From an optimization exercise on the open Yosys and OpenROAD flow, aimed at small area, a short achievable clock period and few clock cycles per item; shortcuts taken in it are not production practice.
At most, simulation tests tie the RTL to the original design; equivalence was not proved.

==> module FPU, before the edit <==
module FPU(
input [31:0] Data1,
input [31:0] Data2,
input Clock,
input Reset,
input In_Data_Valid,
input Op,
output reg [31:0] Data_Out,
output reg Out_Data_Valid
);
wire [31:0] a0 = Data1;
wire [31:0] b0 = Data2;
wire op0 = Op;
reg v1;
always @(posedge Clock)
if (Reset) begin
	v1 <= 1'b0;
	Out_Data_Valid <= 1'b0;
end else begin
	v1 <= In_Data_Valid;
	Out_Data_Valid <= v1;
end
wire s1 = a0[31];
wire s2 = b0[31];
wire [7:0] e1 = a0[30:23];
wire [7:0] e2 = b0[30:23];
wire [22:0] m1 = a0[22:0];
wire [22:0] m2 = b0[22:0];
wire [47:0] prod = {|e1, m1} * {|e2, m2};
wire [9:0] expm = {2'b00, e1} + {2'b00, e2} - 10'd127;
wire nzand = (|a0[30:0]) & (|b0[30:0]);
wire andz = ~|(a0[30:0] & b0[30:0]);
wire swap = b0[30:0] > a0[30:0];
wire [30:0] lg = swap ? b0[30:0] : a0[30:0];
wire [30:0] sm = swap ? a0[30:0] : b0[30:0];
wire sgnR = swap ? s2 : s1;
wire [7:0] eL = lg[30:23];
wire [7:0] eS = sm[30:23];
wire [23:0] ML = {|eL, lg[22:0]};
wire [23:0] MS = {|eS, sm[22:0]};
wire [7:0] d = eL - eS;
wire [23:0] MSs = MS >> d;
wire sub = s1 ^ s2;
wire [24:0] mant = sub ? ({1'b0, ML} - {1'b0, MSs}) : ({1'b0, ML} + {1'b0, MSs});
wire ff1 = &e1;
wire ff2 = &e2;
wire mz1 = ~|m1;
wire mz2 = ~|m2;
wire z1 = ~|a0[30:0];
wire z2 = ~|b0[30:0];
wire nan = (ff1 & ~mz1) | (ff2 & ~mz2);
wire inf1 = ff1 & mz1;
wire inf2 = ff2 & mz2;
wire efa = nan | (inf1 & inf2 & sub);
wire efm = nan | (z1 & inf2) | (z2 & inf1);
reg [47:0] x1;
reg [9:0] base1;
reg op1, sg1, ef1, nzand1, andz1, e254_1;
always @(posedge Clock) begin
	x1 <= op0 ? prod : {mant, 23'b0};
	base1 <= op0 ? expm : {2'b00, eL};
	op1 <= op0;
	sg1 <= op0 ? (s1 ^ s2) : sgnR;
	ef1 <= op0 ? efm : efa;
	nzand1 <= nzand;
	andz1 <= andz;
	e254_1 <= (eL == 8'd254);
end
wire [9:0] bp1 = base1 + 10'd1;
wire neg = bp1[9];
wire [24:0] lzin = x1[47:23] | ((!neg && bp1 <= 10'd24) ? (25'h1000000 >> bp1[4:0]) : 25'd0);
reg [4:0] cnt;
integer i;
always @(*) begin
	cnt = 5'd25;
	for (i = 0; i < 25; i = i + 1)
		if (lzin[i]) cnt = 5'd24 - i[4:0];
end
wire [47:0] shl = x1 << cnt;
wire zeroM = ~|x1[47:23];
wire [9:0] et = bp1 - {5'd0, cnt};
wire OFm = !et[9] && (et[8:0] >= 9'd255);
wire OFa = zeroM ? e254_1 : (et[8:0] == 9'd255);
wire OF = op1 ? OFm : OFa;
wire [22:0] mres = (OF || neg || cnt == 5'd25 || (op1 && andz1)) ? 23'd0 : shl[46:24];
wire [7:0] eres = OF ? 8'hFF :
                  (op1 ? ((nzand1 && !neg) ? et[7:0] : 8'd0)
                       : (zeroM ? 8'd0 : et[7:0]));
always @(posedge Clock)
	Data_Out <= ef1 ? 32'hFFFFFFFF : {sg1, eres, mres};
endmodule
make LEC_CHECK=0 CAP_MARGIN=20 CORE_MARGIN=2 CORE_UTILIZATION=40 PLACE_DENSITY=0.6 SLEW_MARGIN=20 finish   # period 15.0 ns
run.sh (not shown) runs the stock make flow with config.mk's settings and CLKGATE_MAP_FILE= SYNTH_SCRIPT=/design/flow/synth_recipe.tcl, a recipe that flattens the netlist after the stock synthesis.
The first run finished clean.
Change:
--- a/flow/design.v
+++ b/flow/design.v
@@ -7,18 +7,24 @@
 input Op,
 output reg [31:0] Data_Out,
 output reg Out_Data_Valid
 );
-wire [31:0] a0 = Data1;
-wire [31:0] b0 = Data2;
-wire op0 = Op;
-reg v1;
+reg [31:0] a0, b0;
+reg op0;
+reg v0, v1;
+always @(posedge Clock) begin
+	a0 <= Data1;
+	b0 <= Data2;
+	op0 <= Op;
+end
 always @(posedge Clock)
 if (Reset) begin
+	v0 <= 1'b0;
 	v1 <= 1'b0;
 	Out_Data_Valid <= 1'b0;
 end else begin
-	v1 <= In_Data_Valid;
+	v0 <= In_Data_Valid;
+	v1 <= v0;
 	Out_Data_Valid <= v1;
 end
 wire s1 = a0[31];
 wire s2 = b0[31];
Design area goes up by a little under a tenth.
Final cell count goes up by a few percent.
Count of clock-buffer cells in the layout goes up by 8.
Hold slack improves by 32 ps.
Fmax goes up by a quarter to a third.
Non-clock buffer count goes up by 1.
Function was not checked in any run of this note: the RTL went through the layout flow alone.

## the reference run
FPU, a different RTL version from the one above (not shown whole).
Size in the first run: about 31000 sq um of cells after synthesis.
export LEC_CHECK = 0
export CAP_MARGIN = 20
export CORE_MARGIN = 2
export CORE_UTILIZATION = 62
export CTS_CLUSTER_DIAMETER = 120
export CTS_CLUSTER_SIZE = 28
export PLACE_DENSITY = 0.7
export SLEW_MARGIN = 20
export SYNTH_HIERARCHICAL = 1
export SYNTH_MINIMUM_KEEP_SIZE = 0
export TNS_END_PERCENT = 5
create_clock -name core_clock -period 15.0 [get_ports {Clock}]
standard.sh (not shown) runs the stock make flow with config.mk's settings and CLKGATE_MAP_FILE= SYNTH_SCRIPT=/design/flow/synth_recipe.tcl, a recipe that flattens the netlist after the stock synthesis.
==> flow/flow/run.sh <==
#!/bin/bash
set -euo pipefail
bash standard.sh SETUP_SLACK_MARGIN=10.9 'BUFFER_PORTS_ARGS=-buffer_cell sky130_fd_sc_hd__buf_1' finish > standard.log 2>&1
In summary, the reference run completed successfully, with a layout that passed the timing, DRC and antenna checks.
#### Input delta (the trial run over the reference run)
diff --git a/flow/design.v b/flow/design.v
--- a/flow/design.v
+++ b/flow/design.v
@@ -671,20 +671,19 @@
 wire [23:0] MA = {ha0, a0[22:0]};
 wire [23:0] MB = ab0;    
 wire addm = ~op0;
 wire swap = {e2, ab0[22:0]} > a0[30:0];
 wire ge = e1 >= e2;
 wire [7:0] d = ge ? (e1 - e2) : (e2 - e1);
 wire [7:0] eL = ge ? e1 : e2;
 wire [23:0] ML = swap ? MB : {|e1, a0[22:0]};
-wire [23:0] MSe = ge ? MB : {|e1, a0[22:0]};
-wire [23:0] MS0 = swap ? {|e1, a0[22:0]} : MB;
+wire [23:0] MS = swap ? {|e1, a0[22:0]} : MB;
 wire sub = addm & (s1 ^ s2);
-wire [23:0] MSs = (op0 || d > 8'd23) ? 24'd0 : ((d == 8'd0) ? MS0 : (MSe >> d[4:0]));
+wire [23:0] MSs = (op0 || d > 8'd23) ? 24'd0 : (MS >> d[4:0]);
 wire [47:0] A0 = {1'b0, ML & {24{addm}}, sub, 22'd0};
 wire [47:0] A1 = {sub, MSs ^ {24{sub}}, sub, 22'd0};
 wire [47:0] r0, r1;
 mul24 mul(.a(MA), .a2(ab0), .one(one0), .two(two0), .neg(neg0), .b23(b23_0), .en(op0),
 	.x0(A0[47:22]), .x1(A1[47:22]), .r0(r0), .r1(r1));
 wire [9:0] expm = {2'b00, e1} + {2'b00, e2} - 10'd127;
 wire [9:0] base = op0 ? expm : {2'b00, eL};
 wire [9:0] thr = base - 10'd254;
@@ -717,35 +716,34 @@
 	sg1 <= op0 ? (s1 ^ s2) : (swap ? s2 : s1);
 	ef1 <= op0 ? efm : efa;
 	nzand1 <= ~z1 & ~z2;
 	andz1 <= andz0;
 end
 wire [47:0] X = row0 + row1;
 reg [47:0] X2;
 reg [7:0] bp2;
-reg [24:0] mask2;
-reg negx2;
+reg men2, negx2;
 reg thrv2, thrge2;
 reg op2, sg2, ef2, nzand2, andz2;
 always @(posedge Clock) begin
 	X2 <= X;
 	bp2 <= bp1;
-	mask2 <= men1 ? (25'h1000000 >> bp1[4:0]) : 25'd0;
+	men2 <= men1;
 	negx2 <= negx1;
 	thrv2 <= thrv1;
 	thrge2 <= thrge1;
 	op2 <= op1;
 	sg2 <= sg1;
 	ef2 <= ef1;
 	nzand2 <= nzand1;
 	andz2 <= andz1;
 end
 wire negx = negx2;
-wire [24:0] mask = mask2;
+wire [24:0] mask = men2 ? (25'h1000000 >> bp2[4:0]) : 25'd0;
 wire [31:0] lzin32 = {X2[47:23] | mask, 7'h7f};
 wire [31:0] lz_z0 = ~lzin32;
 wire [15:0] lz_z1;
 wire [15:0] lz_c1;
 assign lz_z1[0] = lz_z0[1] & lz_z0[0];
 assign lz_c1[0] = lz_z0[1];
 assign lz_z1[1] = lz_z0[3] & lz_z0[2];
 assign lz_c1[1] = lz_z0[3];
### Flow results
- The trial run vs the reference run, cell at the slowest stage of the critical path: mux4_2 vs fa_1
- Data arrival time at the worst-slack endpoint (lower): the reference run
- Relative to the reference run, maximum number of pins on one net before global-route repair has gone up in the trial run.
- [compare] base=the reference run new=the trial run: synthesized cell count decreased by 61 relative to the old numbers; first-iteration DRC count decreased by 175 relative to the old numbers; number of gates given a new drive strength after cts shows an increase of 45.
Testbench counts of the trial run, summed over its fixed seeds: cycles 14,231, items 8,000.
No functional check of the RTL was part of the reference run.

Another version of the RTL of FPU (not shown whole).
Size in the first run: ~320 flip-flops, roughly 30000 sq um of cells after synthesis.
// FPU
module FPU(
input [31:0] Data1,
input [31:0] Data2,
input Clock,
input Reset,
input In_Data_Valid,
input Op,
output reg [31:0] Data_Out,
output reg Out_Data_Valid
);
export LEC_CHECK = 0
export CAP_MARGIN = 20
export CORE_MARGIN = 2
export CORE_UTILIZATION = 55
export CTS_CLUSTER_DIAMETER = 120
export CTS_CLUSTER_SIZE = 28
export PLACE_DENSITY = 0.65
export SLEW_MARGIN = 20
export SYNTH_HIERARCHICAL = 1
export SYNTH_MINIMUM_KEEP_SIZE = 0
export TNS_END_PERCENT = 5
create_clock -name core_clock -period 15.0 [get_ports {Clock}]
Scripts as last shown in full above: flow/flow/run.sh
==> next run, changes <==
--- a/flow/design.v
+++ b/flow/design.v
@@ -1,17 +1,16 @@
 module mul24(input [23:0] a, input [23:0] a2, input [11:0] one, input [11:0] two, input [11:0] neg, input b23, input en, input [25:0] x0, input [25:0] x1, output [47:0] r0, output [47:0] r1);
 wire [299:0] pv;
 wire [25:0] ax = {1'b0, a, 1'b0};
 wire [25:0] ax2 = {1'b0, a2, 1'b0};
 wire [23:0] pl = a & {24{b23}};
-wire [11:0] zero = ~(one | two);
 wire [11:0] nn = ~neg & {12{en}};
 wire t1, t2;
 wire t3, t4;
 wire t5, t6;
 wire t7, t8;
 wire t9, t10;
 wire t11, t12;
 wire t13, t14;
 wire t15, t16;
 wire t17, t18;
 wire t19, t20;
@@ -295,41 +294,29 @@
 wire t575, t576;
 wire t577, t578;
 wire t579, t580;
 wire t581, t582;
 wire t583, t584;
 wire t585, t586;
 wire t587, t588;
 wire t589, t590;
 wire t591, t592;
 genvar gi, gj;
 generate for (gi = 0; gi < 6; gi = gi + 1) begin : g_pp
-  wire [25:0] ny;
-  assign ny[0] = ~neg[gi];
-  assign ny[25] = ~neg[gi];
-  for (gj = 0; gj < 24; gj = gj + 1) begin : g_x
-    bxo ux(ax2[gj+1], neg[gi], ny[gj+1]);
-  end
   for (gj = 0; gj < 25; gj = gj + 1) begin : g_j
-    bsel3 u(one[gi], two[gi], zero[gi], ny[25], ny[gj+1], ny[gj], pv[gi*25+gj]);
+    bpp u(one[gi], two[gi], neg[gi], ax2[gj+1], ax2[gj], pv[gi*25+gj]);
   end
 end endgenerate
 generate for (gi = 6; gi < 12; gi = gi + 1) begin : g_pq
-  wire [25:0] ny;
-  assign ny[0] = ~neg[gi];
-  assign ny[25] = ~neg[gi];
-  for (gj = 0; gj < 24; gj = gj + 1) begin : g_x
-    bxo ux(ax[gj+1], neg[gi], ny[gj+1]);
-  end
   for (gj = 0; gj < 25; gj = gj + 1) begin : g_j
-    bsel3 u(one[gi], two[gi], zero[gi], ny[25] , ny[gj+1], ny[gj], pv[gi*25+gj]);
+    bpp u(one[gi], two[gi], neg[gi], ax[gj+1], ax[gj], pv[gi*25+gj]);
   end
 end endgenerate
 ha2 ut1(pv[16], pv[39], t1, t2);
 ha2 ut3(pv[17], pv[40], t3, t4);
 fa3 ut5(pv[18], pv[41], pv[64], t5, t6);
 ha2 ut7(pv[87], pv[110], t7, t8);
 fa3 ut9(pv[19], pv[42], pv[65], t9, t10);
 ha2 ut11(pv[88], pv[111], t11, t12);
 fa3 ut13(pv[20], pv[43], pv[66], t13, t14);
 fa3 ut15(pv[89], pv[112], pv[135], t15, t16);
 ha2 ut17(pv[158], pv[181], t17, t18);
@@ -619,27 +606,24 @@
 fa3 ut585(t494, t495, pl[20], t585, t586);
 fa3 ut587(t496, t497, pl[21], t587, t588);
 fa3 ut589(t498, t499, pl[22], t589, t590);
 fa3 ut591(t500, nn[11], pl[23], t591, t592);
 assign r0 = {t590, t588, t586, t584, t582, t580, t578, t576, t574, t572, t570, t568, t566, t564, t562, t560, t558, t556, t554, t552, t550, t548, t546, t544, t542, t540, t538, t536, t534, t532, t530, t528, t526, t524, t522, t520, t518, t516, t514, t512, t510, t508, t506, t504, t502, t501, pv[1], pv[0]} | {x0, 22'd0};
 assign r1 = {t591, t589, t587, t585, t583, t581, t579, t577, t575, t573, t571, t569, t567, t565, t563, t561, t559, t557, t555, t553, t551, t549, t547, t545, t543, t541, t539, t537, t535, t533, t531, t529, t527, t525, t523, t521, t519, t517, t515, t513, t511, t509, t507, t505, t503, neg[1], 1'b0, neg[0]} | {x1, 22'd0};
 endmodule
 module fa3(input a, input b, input c, output s, output co);
 assign s = a ^ b ^ c;
 assign co = (a & b) | (a & c) | (b & c);
 endmodule
-module bxo(input a, input n, output y);
-assign y = ~(a ^ n);
-endmodule
-module bsel3(input one, input two, input zero, input nneg, input y, input yl, output p);
-assign p = ~((one & y) | (two & yl) | (zero & nneg));
+module bpp(input one, input two, input neg, input x, input xl, output p);
+assign p = ((one & x) | (two & xl)) ^ neg;
 endmodule
 module ha2(input a, input b, output s, output co);
 assign s = a ^ b;
 assign co = a & b;
 endmodule
 module FPU(
 input [31:0] Data1,
 input [31:0] Data2,
 input Clock,
 input Reset,
 input In_Data_Valid,
@@ -684,25 +668,26 @@
 wire s2 = b0[31];
 wire [7:0] e1 = a0[30:23];
 wire [7:0] e2 = b0[30:23];
 wire [23:0] MA = {ha0, a0[22:0]};
 wire [23:0] MB = ab0;    
 wire addm = ~op0;
 wire swap = {e2, ab0[22:0]} > a0[30:0];
 wire ge = e1 >= e2;
 wire [7:0] d = ge ? (e1 - e2) : (e2 - e1);
 wire [7:0] eL = ge ? e1 : e2;
 wire [23:0] ML = swap ? MB : {|e1, a0[22:0]};
-wire [23:0] MS = swap ? {|e1, a0[22:0]} : MB;
+wire [23:0] MSe = ge ? MB : {|e1, a0[22:0]};
+wire [23:0] MS0 = swap ? {|e1, a0[22:0]} : MB;
 wire sub = addm & (s1 ^ s2);
-wire [23:0] MSs = (op0 || d > 8'd23) ? 24'd0 : (MS >> d[4:0]);
+wire [23:0] MSs = (op0 || d > 8'd23) ? 24'd0 : ((d == 8'd0) ? MS0 : (MSe >> d[4:0]));
 wire [47:0] A0 = {1'b0, ML & {24{addm}}, sub, 22'd0};
 wire [47:0] A1 = {sub, MSs ^ {24{sub}}, sub, 22'd0};
 wire [47:0] r0, r1;
 mul24 mul(.a(MA), .a2(ab0), .one(one0), .two(two0), .neg(neg0), .b23(b23_0), .en(op0),
 	.x0(A0[47:22]), .x1(A1[47:22]), .r0(r0), .r1(r1));
 wire [9:0] expm = {2'b00, e1} + {2'b00, e2} - 10'd127;
 wire [9:0] base = op0 ? expm : {2'b00, eL};
 wire [9:0] thr = base - 10'd254;
 wire ff1 = &e1;
 wire ff2 = &e2;
 wire mz1 = ~|a0[22:0];
Cell count rose slightly; worst hold slack loses 0.0092 ns; sequential share of layout area fell by 0.36 points; fmax rose by a few percent; via count fell by a few percent.
No functional check of the RTL was part of any run of this note.

## static timing again, ports no longer ideal
No port has a modelled driver above. Below, the same layouts with a new extraction and two added sets of constraints. Step 1, drivers: a clkbuf_16 drives Clock and a buf_2 each remaining input, both assumed. Step 2 moves the port delays by t, midway between the first and last clock arrival at a register: inputs arrive t later, outputs are due t later. That takes back most of the time a late clock gives input paths. Slacks: ideal ports / drivers / drivers and shift; pairs: ideal ports / drivers.
run | t (ns) | setup WS [ns] | worst setup path at the end | clock arrival spread, ns | worst data-port slew with drivers (ns)
the first run of note 1 | 0.396 | 2.268 / 2.280 / 1.885 | input to register | 0.011 / 0.011 | 0.10
the second run of note 1 | 0.569 | 4.676 / 4.676 / 4.676 | register to register | 0.040 / 0.040 | 0.04
the reference run | 0.614 | 10.827 / 10.827 / 10.640 | input to register | 0.029 / 0.028 | 0.07
the trial run | 0.607 | 10.773 / 10.773 / 10.507 | input to register | 0.045 / 0.045 | 0.05
the first run of note 3 | 0.635 | 10.638 / 10.674 / 10.038 | input to register | 0.041 / 0.041 | 0.09
the second run of note 3 | 0.615 | 10.770 / 10.770 / 10.643 | input to register | 0.022 / 0.022 | 0.04
After both steps setup and hold are still met in every run listed. The setup slack of the first run of note 3, which loses most, moves by +0.036 ns with the drivers and by -0.600 ns with both steps.
